Background: an optimization exercise with open tools, aiming at small area, a short achievable clock period and few clock cycles per item. Do not read the settings as production practice. In this exercise RTL edits were held to simulation tests only and were not proved equivalent to the original. No activity file was given, so power comes from the tool's default toggle rates.

==> branch xenon: inputs <==
## P_MIPS
module P_MIPS (
    input         clk,
    input         reset,
    output [31:0] imem_addr,
    input  [31:0] imem_data,
    output [31:0] dmem_addr,
    output [31:0] dmem_wdata,
    output        dmem_we,
    input  [31:0] dmem_rdata
);
==> flow/config.mk <==
export PLATFORM = sky130hd
export DESIGN_NAME = P_MIPS
export DESIGN_NICKNAME = P_MIPS
export VERILOG_FILES = /design/flow/design.v
export SDC_FILE = /design/flow/constraint.sdc
export NUM_CORES = 4
export LEC_CHECK = 0
export ABC_CLOCK_PERIOD_IN_PS = 3500
export CAP_MARGIN = 20
export CORE_MARGIN = 2
export CORE_UTILIZATION = 45
export CTS_CLUSTER_DIAMETER = 70
export CTS_CLUSTER_SIZE = 30
export SLEW_MARGIN = 20
==> flow/constraint.sdc <==
create_clock -name core_clock -period 12.0 [get_ports {clk}]
set_input_delay 2.4000 -clock core_clock [delete_from_list [all_inputs] [get_ports {clk}]]
set_output_delay 2.4000 -clock core_clock [all_outputs]
set_load 0.01 [all_outputs]
standard.sh (not shown) runs the stock make flow with config.mk's settings and CLKGATE_MAP_FILE= SYNTH_SCRIPT=/design/flow/synth_recipe.tcl, a recipe that flattens the netlist after the stock synthesis.
==> flow/flow/run.sh <==
#!/bin/bash
set -euo pipefail
MARGIN=$(cat flow/margin.txt)
bash standard.sh SETUP_SLACK_MARGIN=$MARGIN finish > flow_make.log 2>&1
==> flow/flow/margin.txt <==
8.3
==> branch nickel (differences from branch xenon) <==
--- a/flow/design.v
+++ b/flow/design.v
@@ -1,6 +1,6 @@
-module mul_s1(input [31:0] a, input [31:0] b, output [105:0] r);
+module mul_s1(input [31:0] a, input [31:0] b, output [107:0] r);
 wire bm0 = 1'b0, b00 = b[0], b10 = b[1];
 wire one0 = b00 ^ bm0;
 wire two0 = (b10 & ~b00 & ~bm0) | (~b10 & b00 & bm0);
 wire neg0 = b10 & ~(b00 & bm0);
 wire p0_0 = ((one0 & a[0]) | (two0 & 1'b0)) ^ neg0;
@@ -714,38 +714,38 @@
 wire c382 = (s301 & s303) | (s301 & c298) | (s303 & c298);
 wire s383 = s305 ^ s307 ^ c302;
 wire c384 = (s305 & s307) | (s305 & c302) | (s307 & c302);
 wire s385 = s309 ^ s311 ^ c306;
 wire c386 = (s309 & s311) | (s309 & c306) | (s311 & c306);
-wire s387 = s313 ^ s315 ^ c310;
-wire c388 = (s313 & s315) | (s313 & c310) | (s315 & c310);
-wire s389 = s317 ^ s319 ^ c314;
-wire c390 = (s317 & s319) | (s317 & c314) | (s319 & c314);
-wire x391 = p0_31 ^ p1_29 ^ p2_27;
-wire x392 = p3_25 ^ p4_23 ^ p5_21;
-wire x393 = p6_19 ^ p7_17 ^ p8_15;
-wire x394 = p9_13 ^ p10_11 ^ p11_9;
-wire x395 = p12_7 ^ p13_5 ^ p14_3;
-wire x396 = p15_1;
-assign r = {x396, x395, x394, x393, x392, x391, c344, c342, s347, s345, c340, c338, s343, s341, c336, c334, s339, s337, c332, c330, s335, s333, c328, c326, s331, s329, c324, c322, s327, s325, c390, c320, c318, s323, s321, c388, s389, c316, c386, s387, c312, c384, s385, c308, c382, s383, c304, c380, s381, c300, c378, s379, c296, c376, s377, c292, c374, s375, c288, c372, s373, c284, c370, s371, c280, c368, s369, c276, c366, s367, c272, c364, s365, c268, c362, s363, c264, c360, s361, c260, c358, s359, c256, c356, s357, c252, c354, s355, c250, c352, s353, s249, c350, s351, p2_1, s349, neg2, p2_0, p1_1, p0_3, neg1, p1_0, p0_2, p0_1, neg0, p0_0};
+wire x387 = p0_31 ^ p1_29 ^ p2_27;
+wire x388 = p3_25 ^ p4_23 ^ p5_21;
+wire x389 = p6_19 ^ p7_17 ^ p8_15;
+wire x390 = p9_13 ^ p10_11 ^ p11_9;
+wire x391 = p12_7 ^ p13_5 ^ p14_3;
+wire x392 = p15_1;
+assign r = {x392, x391, x390, x389, x388, x387, c344, c342, s347, s345, c340, c338, s343, s341, c336, c334, s339, s337, c332, c330, s335, s333, c328, c326, s331, s329, c324, c322, s327, s325, c320, c318, s323, s321, c316, c314, s319, s317, c386, c312, c310, s315, s313, c384, s385, c308, c382, s383, c304, c380, s381, c300, c378, s379, c296, c376, s377, c292, c374, s375, c288, c372, s373, c284, c370, s371, c280, c368, s369, c276, c366, s367, c272, c364, s365, c268, c362, s363, c264, c360, s361, c260, c358, s359, c256, c356, s357, c252, c354, s355, c250, c352, s353, s249, c350, s351, p2_1, s349, neg2, p2_0, p1_1, p0_3, neg1, p1_0, p0_2, p0_1, neg0, p0_0};
 endmodule
-module mul_s2(input [105:0] r, output [31:0] p);
-wire s397 = r[71] ^ r[72] ^ r[73];
-wire c398 = (r[71] & r[72]) | (r[71] & r[73]) | (r[72] & r[73]);
-wire s399 = r[76] ^ r[77] ^ r[78];
-wire c400 = (r[76] & r[77]) | (r[76] & r[78]) | (r[77] & r[78]);
-wire s401 = r[80] ^ r[81] ^ r[82];
-wire c402 = (r[80] & r[81]) | (r[80] & r[82]) | (r[81] & r[82]);
-wire s403 = r[84] ^ r[85] ^ r[86];
-wire c404 = (r[84] & r[85]) | (r[84] & r[86]) | (r[85] & r[86]);
-wire s405 = r[88] ^ r[89] ^ r[90];
-wire c406 = (r[88] & r[89]) | (r[88] & r[90]) | (r[89] & r[90]);
-wire s407 = r[92] ^ r[93] ^ r[94];
-wire c408 = (r[92] & r[93]) | (r[92] & r[94]) | (r[93] & r[94]);
-wire s409 = r[96] ^ r[97] ^ r[98];
-wire s411 = r[99] ^ r[100] ^ r[101];
-wire s413 = r[102] ^ r[103] ^ r[104];
+module mul_s2(input [107:0] r, output [31:0] p);
+wire s393 = r[65] ^ r[66] ^ r[67];
+wire c394 = (r[65] & r[66]) | (r[65] & r[67]) | (r[66] & r[67]);
+wire s395 = r[70] ^ r[71] ^ r[72];
+wire c396 = (r[70] & r[71]) | (r[70] & r[72]) | (r[71] & r[72]);
+wire s397 = r[74] ^ r[75] ^ r[76];
+wire c398 = (r[74] & r[75]) | (r[74] & r[76]) | (r[75] & r[76]);
+wire s399 = r[78] ^ r[79] ^ r[80];
+wire c400 = (r[78] & r[79]) | (r[78] & r[80]) | (r[79] & r[80]);
+wire s401 = r[82] ^ r[83] ^ r[84];
+wire c402 = (r[82] & r[83]) | (r[82] & r[84]) | (r[83] & r[84]);
+wire s403 = r[86] ^ r[87] ^ r[88];
+wire c404 = (r[86] & r[87]) | (r[86] & r[88]) | (r[87] & r[88]);
+wire s405 = r[90] ^ r[91] ^ r[92];
+wire c406 = (r[90] & r[91]) | (r[90] & r[92]) | (r[91] & r[92]);
+wire s407 = r[94] ^ r[95] ^ r[96];
+wire c408 = (r[94] & r[95]) | (r[94] & r[96]) | (r[95] & r[96]);
+wire s409 = r[98] ^ r[99] ^ r[100];
+wire s411 = r[101] ^ r[102] ^ r[103];
+wire s413 = r[104] ^ r[105] ^ r[106];
 wire s415 = r[3] ^ r[4];
 wire c416 = r[3] & r[4];
 wire s417 = r[6] ^ r[7];
 wire c418 = r[6] & r[7];
 wire s419 = r[8] ^ r[9] ^ r[10];
@@ -784,27 +784,27 @@
 wire c452 = (r[56] & r[57]) | (r[56] & r[58]) | (r[57] & r[58]);
 wire s453 = r[59] ^ r[60] ^ r[61];
 wire c454 = (r[59] & r[60]) | (r[59] & r[61]) | (r[60] & r[61]);
 wire s455 = r[62] ^ r[63] ^ r[64];
 wire c456 = (r[62] & r[63]) | (r[62] & r[64]) | (r[63] & r[64]);
-wire s457 = r[65] ^ r[66] ^ r[67];
-wire c458 = (r[65] & r[66]) | (r[65] & r[67]) | (r[66] & r[67]);
-wire s459 = r[68] ^ r[69] ^ r[70];
-wire c460 = (r[68] & r[69]) | (r[68] & r[70]) | (r[69] & r[70]);
-wire s461 = r[74] ^ r[75] ^ s397;
-wire c462 = (r[74] & r[75]) | (r[74] & s397) | (r[75] & s397);
-wire s463 = r[79] ^ s399 ^ c398;
-wire c464 = (r[79] & s399) | (r[79] & c398) | (s399 & c398);
-wire s465 = r[83] ^ s401 ^ c400;
-wire c466 = (r[83] & s401) | (r[83] & c400) | (s401 & c400);
-wire s467 = r[87] ^ s403 ^ c402;
-wire c468 = (r[87] & s403) | (r[87] & c402) | (s403 & c402);
-wire s469 = r[91] ^ s405 ^ c404;
-wire c470 = (r[91] & s405) | (r[91] & c404) | (s405 & c404);
-wire s471 = r[95] ^ s407 ^ c406;
-wire c472 = (r[95] & s407) | (r[95] & c406) | (s407 & c406);
-wire s473 = r[105] ^ s409 ^ s411;
+wire s457 = r[68] ^ r[69] ^ s393;
+wire c458 = (r[68] & r[69]) | (r[68] & s393) | (r[69] & s393);
+wire s459 = r[73] ^ s395 ^ c394;
+wire c460 = (r[73] & s395) | (r[73] & c394) | (s395 & c394);
+wire s461 = r[77] ^ s397 ^ c396;
+wire c462 = (r[77] & s397) | (r[77] & c396) | (s397 & c396);
+wire s463 = r[81] ^ s399 ^ c398;
+wire c464 = (r[81] & s399) | (r[81] & c398) | (s399 & c398);
+wire s465 = r[85] ^ s401 ^ c400;
+wire c466 = (r[85] & s401) | (r[85] & c400) | (s401 & c400);
+wire s467 = r[89] ^ s403 ^ c402;
+wire c468 = (r[89] & s403) | (r[89] & c402) | (s403 & c402);
+wire s469 = r[93] ^ s405 ^ c404;
+wire c470 = (r[93] & s405) | (r[93] & c404) | (s405 & c404);
+wire s471 = r[97] ^ s407 ^ c406;
+wire c472 = (r[97] & s407) | (r[97] & c406) | (s407 & c406);
+wire s473 = r[107] ^ s409 ^ s411;
 wire s475 = s413 ^ c408;
 wire s477 = s473 ^ s475;
 wire [31:0] x = {c472, s471, s469, s467, s465, s463, s461, s459, s457, s455, s453, s451, s449, s447, s445, s443, s441, s439, s437, s435, s433, s431, s429, s427, s425, s423, s421, s419, s417, r[5], r[2], r[0]};
 wire [31:0] y = {s477, c470, c468, c466, c464, c462, c460, c458, c456, c454, c452, c450, c448, c446, c444, c442, c440, c438, c436, c434, c432, c430, c428, c426, c424, c422, c420, c418, c416, s415, 1'b0, r[1]};
 assign p = x + y;
@@ -831,11 +831,11 @@
     output [31:0] dmem_addr,
     output [31:0] dmem_wdata,
     output        dmem_we,
     input  [31:0] dmem_rdata
 );
-localparam NMR = 106;    
+localparam NMR = 108;    
 reg  [31:0] pc;
 reg         d_valid;
 reg  [31:0] d_ir;
 reg         d_pred;      
 reg         d_cross;     
==> flow/flow/margin.txt (replaced) <==
8.1
==> summary of the runs <==
Final area: branch xenon is higher than branch nickel (1.5%).
Die area is about the same in branch nickel and branch xenon.
Synthesized cell count is about the same in branch nickel and branch xenon.
In synthesized area, branch xenon and branch nickel hardly differ.
Clock-buffer cell count: branch xenon is lower than branch nickel (6).
Between branch xenon and branch nickel, the lower maximum frequency is in branch nickel (gap about 3.7%, measured against branch nickel).
Between branch nickel and branch xenon, the lower via count is in branch nickel (gap about 1.2%, measured against branch xenon).
In clock power, branch xenon and branch nickel hardly differ.
In branch nickel the sequential share of layout area is higher than in branch xenon, by 0.64 points.
==> figures <==
Result of the run: branch xenon finished clean; branch nickel finished clean
Global routing usage on met3: branch xenon 0.140; branch nickel 0.153
Peak supply drop: branch xenon 281 uV; branch nickel 378 uV
Required @ worst endpoint: branch xenon 12.59 ns; branch nickel 12.71 ns
Pin slew with the least headroom to its limit: branch xenon 1.16 ns; branch nickel 1.19 ns
Fill cell total of the finished layout: branch xenon 14.2k; branch nickel 14.3k
Clock buffers created by TritonCTS: branch xenon 101; branch nickel 106
Data arrival time at the worst-slack endpoint: branch xenon 4.54 ns; branch nickel 4.80 ns
Clock network fraction of design power: branch xenon 0.209; branch nickel 0.211
Mux contribution to synthesized area: branch xenon 0.0114; branch nickel 0.0125
Proportion of netlist area held by the largest area contributor: branch xenon 0.419; branch nickel 0.418
Average routed wire per standard cell: branch xenon 37.9 um; branch nickel 38.5 um
Horizontal die dimension: branch xenon 408 um; branch nickel 408 um
Number of non-clock buffers: branch xenon 561; branch nickel 469
Sequential group power: branch xenon 6220 uW; branch nickel 6210 uW
Shortest period the worst path allows: branch xenon 3.95 ns; branch nickel 4.09 ns
Power Clock: branch xenon 3990 uW; branch nickel 4020 uW
Share of synthesized flip-flops with an asynchronous set or reset: branch xenon 0.0320; branch nickel 0.0320
First-pass GRT wire length: branch xenon 466,000 um; branch nickel 467,000 um
Clock latency reported for the late side of the worst-skew pair: branch xenon 0.78 ns; branch nickel 0.81 ns
Testbench counts of branch xenon, summed over its fixed seeds: cycles 124,887, instrs 112,529.
Testbench counts of branch nickel, summed over its fixed seeds: cycles 124,887, instrs 112,529.

-- afterwards: timing with drivers on the ports --
Ports are ideal in the flow. The routed layouts listed here were re-timed in OpenROAD. Step 1 assumes that a clkbuf_16 drives the clock port and a buf_2 every other input. Step 2 moves the port delays by t, midway between the first and last clock arrival at a register: inputs arrive t later, outputs are due t later. That takes back most of the time a late clock gives input paths. Slacks: ideal ports / drivers / drivers and shift; pairs: ideal ports / drivers.
run	shift t [ns]	setup slack, ns	hold WS [ns]	latest minus earliest clock arrival (ns)	slew at the worst register clock pin (ns)
branch xenon	0.851	8.054 / 8.054 / 7.554	0.356 / 0.356 / 0.356	0.059 / 0.059	0.12 / 0.12
branch nickel	0.863	7.910 / 7.910 / 7.214	0.350 / 0.350 / 0.350	0.057 / 0.057	0.11 / 0.11
After both steps every run listed still meets setup and hold. For branch nickel, which loses most, drivers alone change the setup slack by 0.000 ns; drivers and shift together by -0.696 ns.
